What follows belongs to an exercise in optimizing a design on an open flow for small area; a production flow would make more cautious choices.
Only simulation tests tie the RTL to the original design; equivalence was not proved.
Power and IR drop assume default switching activity.

==> flow/design.v (outline; a module is shown in full before it is edited, if it fits) <==
// module sdram_a211o: 8 lines
// module sdram_a211oi: 8 lines
// module sdram_a21o: 7 lines
// module sdram_a21oi: 7 lines
// module sdram_a221oi: 9 lines
// module sdram_a222oi: 10 lines
// module sdram_a22oi: 8 lines
// module sdram_a311oi: 9 lines
// module sdram_a31o: 8 lines
// module sdram_a31oi: 8 lines
// module sdram_and2: 6 lines
// module sdram_and3: 7 lines
// module sdram_and4: 8 lines
// module sdram_and4b: 8 lines
// module sdram_clkinv: 5 lines
// module sdram_mux2i: 7 lines
// module sdram_nand2: 6 lines
// module sdram_nand2b: 6 lines
// module sdram_nand3: 7 lines
// module sdram_nand3b: 7 lines
// module sdram_nand4: 8 lines
// module sdram_nor2: 6 lines
// module sdram_nor2b: 6 lines
// module sdram_nor3: 7 lines
// module sdram_nor3b: 7 lines
// module sdram_nor4: 8 lines
// module sdram_o211ai: 8 lines
// module sdram_o21ai: 7 lines
// module sdram_o21bai: 7 lines
// module sdram_o22ai: 8 lines
// module sdram_o311ai: 9 lines
// module sdram_or2: 6 lines
// module sdram_or3: 7 lines
// module sdram_or4: 8 lines
// module sdram_xnor2: 6 lines
// module sdram_xor2: 6 lines
// module sdram: 806 lines
module sdram #(parameter FREQ = 50000000) (clk, reset, read, write, wr_strb, addr, cmd_ready, data_write, data_read, data_read_val, sdram_cs, sdram_bank, sdram_addr, sdram_ras, sdram_cas, sdram_we, sdram_data_in, sdram_data_out, sdram_drive_data);
  // ...
==> flow/flow/run.sh <==
#!/bin/bash
# Standard ORFS layout (the standard.sh) with these changes:
#  - port buffers use the smallest buffer cell instead of the one
#    buffer_ports picks by default;
#  - before placement's repair_design, every combinational cell is swapped
#    for the smallest cell of its family (flow/downsize.tcl); repair_design
#    then fixes any slew or load violation this causes;
#  - CTS without dummy loads, built from clkbuf_4 and clkbuf_8;
#  - the buffers synthesis inserted are removed at floorplan.
# Each tool's output goes to standard.log here (ORFS keeps per-step logs
# under orfs/logs).
set -o pipefail
here=$(pwd)
export BUFFER_PORTS_ARGS="-buffer_cell sky130_fd_sc_hd__buf_1"
export PRE_RESIZE_TCL="$here/flow/downsize.tcl"
export CTS_ARGS='-sink_clustering_enable -repair_clock_nets -buf_list {sky130_fd_sc_hd__clkbuf_4 sky130_fd_sc_hd__clkbuf_8} -sink_clustering_size 16 -dont_use_dummy_load'
export REMOVE_ABC_BUFFERS=1
bash standard.sh finish > standard.log 2>&1
==> flow/flow/downsize.tcl <==
# Swap each combinational cell for the smallest cell of its family (same
# function, lower drive); repair_design afterwards fixes slew and load.
set db [ord::get_db]
proc ds_dont_use {name} {
  foreach p $::env(DONT_USE_CELLS) { if {[string match $p $name]} { return 1 } }
  return 0
}
array set ds_best {}
foreach lib [$db getLibs] {
  foreach m [$lib getMasters] {
    set n [$m getName]
    if {![regexp {^(sky130_fd_sc_hd__[a-z0-9]+)_([0-9]+)$} $n -> base drv]} continue
    if {[ds_dont_use $n]} continue
    set a [expr {[$m getWidth] * [$m getHeight]}]
    if {![info exists ds_best($base)] || $a < [lindex $ds_best($base) 1]} {
      set ds_best($base) [list $n $a]
    }
  }
}
set ds_count 0
foreach inst [[ord::get_db_block] getInsts] {
  set m [$inst getMaster]
  set n [$m getName]
  if {![regexp {^(sky130_fd_sc_hd__[a-z0-9]+)_([0-9]+)$} $n -> base drv]} continue
  if {[regexp {^sky130_fd_sc_hd__(df|edf|sdf|dl|tap|conb|fill|decap|diode|clk)} $n]} continue
  if {![info exists ds_best($base)]} continue
  lassign $ds_best($base) bn ba
  if {$bn ne $n && $ba < [$m getWidth] * [$m getHeight]} {
    replace_cell [$inst getName] $bn
    incr ds_count
  }
}
puts "downsize: replaced $ds_count cells"
==> flow/standard.sh <==
#!/bin/bash
# synth_recipe.tcl (not shown) runs the flow's synth.tcl, then flattens the netlist and writes it again
# the make line also repeats each setting of config.mk as NAME=value (left out here)
make -C /OpenROAD-flow-scripts/flow DESIGN_CONFIG=/design/flow/config.mk WORK_HOME=/design/flow/orfs CLKGATE_MAP_FILE= SYNTH_SCRIPT=/design/flow/synth_recipe.tcl "${@:-finish}"
==> flow/config.mk <==
export PLATFORM = sky130hd
export DESIGN_NAME = sdram
export DESIGN_NICKNAME = sdram
export VERILOG_FILES = /design/flow/design.v
export SDC_FILE = /design/flow/constraint.sdc
export NUM_CORES = 4
export LEC_CHECK = 0
export CAP_MARGIN = 10
export CORE_MARGIN = 2
export CORE_UTILIZATION = 65
export SLEW_MARGIN = 10
export SYNTH_HIERARCHICAL = 1
export SYNTH_MINIMUM_KEEP_SIZE = 0
==> flow/constraint.sdc <==
create_clock -name core_clock -period 20.0 [get_ports {clk}]
set_input_delay 4.0000 -clock core_clock [delete_from_list [all_inputs] [get_ports {clk}]]
set_output_delay 4.0000 -clock core_clock [all_outputs]
set_load 0.01 [all_outputs]
==> metrics.yaml, run 1 <==
drt:
  ant_nets: 0
  first_pass_iters: 6
  wirelength_mm: 15.48
layout:
  inverters: 4
  reg.largest.list: "g_row.u_bit.d (104), data_b (16), col_b (10)"
  multi_input_cells: 304
  regMostFlops: "g_row.u_bit.d"
  final_common_cell: "edfxtp_1"
  flops_and_latches: 165
  multi_input_area_mm2: 0.001827
power_and_ir_drop:
  p_per_area_mw_per_mm2: 118.1
  pwr-share-clk_pct: 19.7
  power.switching_mw: 0.2707
synth:
  synth-edff-count: 141
  yosysTopAreaCell: "edfxtp_1"
  synthXorXnorAreaFrac_pct: 1.732
  synthAdderAreaFrac_pct: 0
  yosys_most_used_dff: "edfxtp_1"
clock_tree:
  numCtsBuffers: 17
setup_path:
  startpoint: "addr[23]"
  cp_slowest_stage_delay_ns: 0.51
  cp_max_fo: 15
  cp_slowest_cell: "a221oi_1"
global_route:
  grt_use_met1_pct: 35.79
  gr-total-overflow: 0
min_path:
  holdPathEnd: "timer[6]"
floorplanning:
  die_h_um: 108.4
  floorplan.initialDensity_pct: 65.89
sta:
  timing.final.ws_setup_ns: 9.451
outcome:
  status: "timing/DRC/antenna clean"
place:
  dp_slack_ns: 9.456
==> run 2: changes to the inputs <==
--- a/flow/config.mk
+++ b/flow/config.mk
@@ -7,7 +7,7 @@
 export LEC_CHECK = 0
 export CAP_MARGIN = 10
 export CORE_MARGIN = 2
-export CORE_UTILIZATION = 65
+export CORE_UTILIZATION = 40
 export SLEW_MARGIN = 10
 export SYNTH_HIERARCHICAL = 1
 export SYNTH_MINIMUM_KEEP_SIZE = 0
==> run 2 against run 1 <==
Still clean on timing, DRC and antenna; clock skew grew 0.0089 ns; power increased by 1.0%; worst setup slack worse by 0.048 ns; flip-flop and latch count stayed put; cell count up 12%; hold slack worse by 0.0042 ns; synthesized area unchanged; critical path type unchanged; highest routed layer unchanged.
==> metrics.yaml, run 2 <==
synth:
  synth_cell_types: 39  # unchanged
  synth_area_mm2: 0.007081  # unchanged
  yosysTopAreaCellShare_pct: 59.80  # unchanged
  yosysTopAreaCell: "edfxtp_1"  # unchanged
  ys_async_sr_fraction_pct: 0  # unchanged
  netlist_instances: 489  # unchanged
  yosys-top-cells-area: "edfxtp_1, dfxtp_1, a222oi_1"  # unchanged
  yosys_most_used_dff: "edfxtp_1"  # unchanged
  ys_ff_latch: 165  # unchanged
  synth_area_per_cell_um2: 14.48  # unchanged
  synth.most_common_cell: "edfxtp_1"  # unchanged
  ys_warn_count: 7  # unchanged
  seq_area_frac_synth_pct: 66.58  # unchanged
  ys_top_cells_by_count: "edfxtp_1, nor2_1, nand2_1"  # unchanged
  synth-edff-count: 141  # unchanged
layout:
  nFillCells: 1626  # was 825
  final_cell_area_mm2: 0.007491  # was 0.007365 mm2
  layout-drive-gt1-share_pct: 4.040  # was 3.710%
  regArea_mm2: 0.004715  # unchanged
  regMostFlops: "g_row.u_bit.d"  # unchanged
  reg.largest.list: "g_row.u_bit.d (104), data_b (16), col_b (10)"  # unchanged
  final_cell_mix: "edfxtp_1, buf_1, nor2_1"  # unchanged
  final_common_cell: "edfxtp_1"  # unchanged
  largest_register_ffs: 104  # unchanged
  area_growth_pct: 5.796  # was 4.011%
  num-nets-final: 660  # was 659
  fin_cells: 819  # was 733
  multi_input_area_mm2: 0.001832  # was 0.001827 mm2
  num_antenna_cells: 0  # unchanged
floorplanning:
  ioPinCount: 118  # unchanged
  die_x_um: 137.0  # was 108.4 um
  dieArea_mm2: 0.01878  # was 0.01174 mm2
  die_h_um: 137.0  # was 108.4 um
  floorplan.initialDensity_pct: 40.94  # was 65.89%
  coreArea_mm2: 0.01730  # was 0.01075 mm2
  rows: 48  # was 38
clock_tree:
  cts.clk_slew.worst_paths_ns: 0.06  # about the same
  numCtsBuffers: 17  # unchanged
  htreeDepth: 4  # unchanged
  cts_hold_buf: 0  # unchanged
  postCtsSetupRepairBufs: 0  # unchanged
  cts_max_path_buffers: 2  # unchanged
  cts_num_sinks: 165  # unchanged
  root_buffer: "clkbuf_8"  # unchanged
  clock_latency_ns: 0.46  # was 0.44 ns
  ctsResizeCount: 0  # unchanged
  cts_tree: "built"  # unchanged
sta:
  rsz0062_at_grt: "no"  # unchanged
  tightest_slew_ns: 1.101  # was 1.071 ns
  hold_viol_final: 0  # unchanged
  slew_headroom_pct: 26.36  # was 28.30%
  clock_skew_ns: 0.03906  # was 0.03018 ns
  max_freq_ghz: 0.09437  # was 0.09480 GHz
  final-setup-viol-count: 0  # unchanged
  finalCritPeriodShare_pct: 52.98  # was 52.74%
  post-route-min-period_ns: 10.60  # was 10.55 ns
  setup_tns_ns: 0  # unchanged
  slew_violations: 0  # unchanged
power_and_ir_drop:
  vdd_drop_max_uv: 64.46  # was 78.61 uV
  p_per_area_mw_per_mm2: 117.3  # was 118.1 mW/mm2
  p_leak_nw: 2.351  # was 2.344 nW
drt:
  wl_met1_mm: 6.898  # was 6.076 mm
  drtIter0Drc: 480  # was 538
  first_pass_iters: 5  # was 6
  vias: 4594  # was 4648
  wl_met2_mm: 7.832  # was 7.545 mm
  wl_per_cell_um: 20.14  # was 21.12 um
  drcViolationCount: 0  # unchanged
  ant_nets: 0  # unchanged
  wirelength_mm: 16.50  # was 15.48 mm
  vias_per_cell: 5.609  # was 6.341
  wl_met3_mm: 1.362  # was 1.553 mm
  top_layer_used: "met4"  # unchanged
global_route:
  antenna_found_initial: 0  # unchanged
  grt_max_degree: 34  # unchanged
  grt_pass1_wl_mm: 25.05  # was 23.55 mm
  grt_pass1_vias: 4570  # was 4442
  gr-total-overflow: 0  # unchanged
  track_usage_pct: 18.12  # was 27.72%
min_path:
  hp-class: "reg2reg"  # unchanged
place:
  io_buffers: 85  # unchanged
  hpwl_mm: 11.30  # was 10.53 mm
  gp_congestion: 0.8343  # was 0.9319
  dpl.cell_count: 802  # was 716
  place_area_mm2: 0.007257  # was 0.007131 mm2
setup_path:
  arrival_ns: 6.60  # was 6.55 ns
  required_ns: 16.00  # about the same
  start_kind: "primary input"  # unchanged
  worstSetupPathType: "in2out"  # unchanged
  endpoint_kind: "output port"  # unchanged
  cp_max_fo: 11  # was 15
outcome:
  status: "timing/DRC/antenna clean"  # unchanged
run:
  max-cap-violations: 0  # unchanged
==> run 2: layout make-up <==
type,count,area share (%)
multi-input combinational,304,24.45
inverter,4,0.2004
sequential,165,62.94
tap,225,3.758
timing repair buffer,104,5.529
clock buffer,17,3.123
==> run 2: metal layers <==
layer	vias to the layer above	global-route usage, %
li1	2134	-
met1	2229	23.35
met2	201	28.16
met3	30	6.556
met4	0	6.586
met5	-	0
==> run 2: cells by family after synthesis <==
family	count (synthesis)	share of synthesized area, %
AOI/OAI and AO/OA	112	14.19
xor gates and xnor gates	14	1.732
buffers and inverters	20	1.908
DFF	165	66.58
muxes	3	0.4241
and+or+nand+nor	175	15.16
==> run 2: per-module statistics from Yosys (local to each module, per instance), excerpt <==
| module | cells inside | copies in the design | area [um2] | flip-flops and latches |
|---|---|---|---|---|
| sdram_a211oi | 1 | 2 | 12.51 | 0 |
| sdram_a311oi | 1 | 1 | 8.758 | 0 |
| sdram_a31oi | 1 | 3 | 6.256 | 0 |
| sdram_and3 | 1 | 26 | 6.256 | 0 |
| sdram_and4 | 1 | 1 | 8.758 | 0 |
| sdram_and4b | 1 | 1 | 10.01 | 0 |
| sdram_clkinv | 1 | 4 | 3.754 | 0 |
| sdram_nor4 | 1 | 13 | 12.51 | 0 |
| sdram_o211ai | 1 | 4 | 12.51 | 0 |
| sdram_o21ai | 1 | 21 | 5.005 | 0 |
| sdram_o311ai | 1 | 1 | 8.758 | 0 |
| sdram_or2 | 1 | 3 | 6.256 | 0 |
| sdram_or3 | 1 | 1 | 6.256 | 0 |
==> run 2: where the power goes <==
part,switching [mW],internal (mW)
Combinational,0.149,0.0595
Sequential,0.0307,0.465
Clock,0.0985,0.0749
Total,0.279,0.600
==> run 2: worst max-delay path, cell delays in order <==
cell	delay [ns]
buf_1	0.08
mux2i_1	0.38
nand2b_1	0.20
nor2_1	0.36
buf_1	0.63
a222oi_1	0.21
and3_1	0.29
o22ai_1	0.24
buf_1	0.20
==> run 2: stage by stage <==
step / power, mW / setup slack, ns / hold WS [ns] / utilization, %
detailed placement: 0.7123 / 9.425 / 0.4222 / 41.96
CTS: 0.8855 / 9.430 / 0.4461 / 43.31
global placement: 0.7409 / 9.471 / 0.4218 / 44.45
finish: 0.8783 / 9.403 / 0.4386 / 43.31
global route: 0.9273 / 9.245 / 0.4628 / 43.31
floorplan: 0.6619 / 9.850 / 0.4120 / -
==> run 2: worst paths after layout <==
kind / startpoint / to / slack, ns / cells past startpoint
min reg2reg: timer[5] / timer[6] / 0.44 / 1
max reg2reg: st[2] / st[1] / 14.15 / 17
min: timer[5] / timer[6] / 0.44 / 1
max: addr[24] / sdram_addr[10] / 9.40 / 9

separate check: timing with driven ports:
How much do the figures lean on ideal ports? The routed layouts below were timed once more, with nothing changed but the port constraints.
Step 1: set_driving_cell puts a clkbuf_16 on clk and a buf_2 on each other input, an assumption about the parent block.
Step 2 also shifts input and output timing later by t, the mid clock arrival at the registers, as if the neighbouring blocks saw the same clock.
Slacks: ideal ports / drivers / drivers and shift; pairs: ideal ports / drivers.
run	shift t [ns]	setup slack, ns	hold WS [ns]	worst setup path at the end	worst slew at a driven data input, ns
run 1	0.463	9.451 / 9.419 / 9.419	0.443 / 0.443 / 0.443	input to output	0.09
run 2	0.471	9.403 / 9.372 / 9.372	0.439 / 0.439 / 0.439	input to output	0.08
After both steps every run listed still meets setup and hold. The setup slack of run 1, which loses most, moves by -0.032 ns with the drivers and by -0.032 ns with both steps.
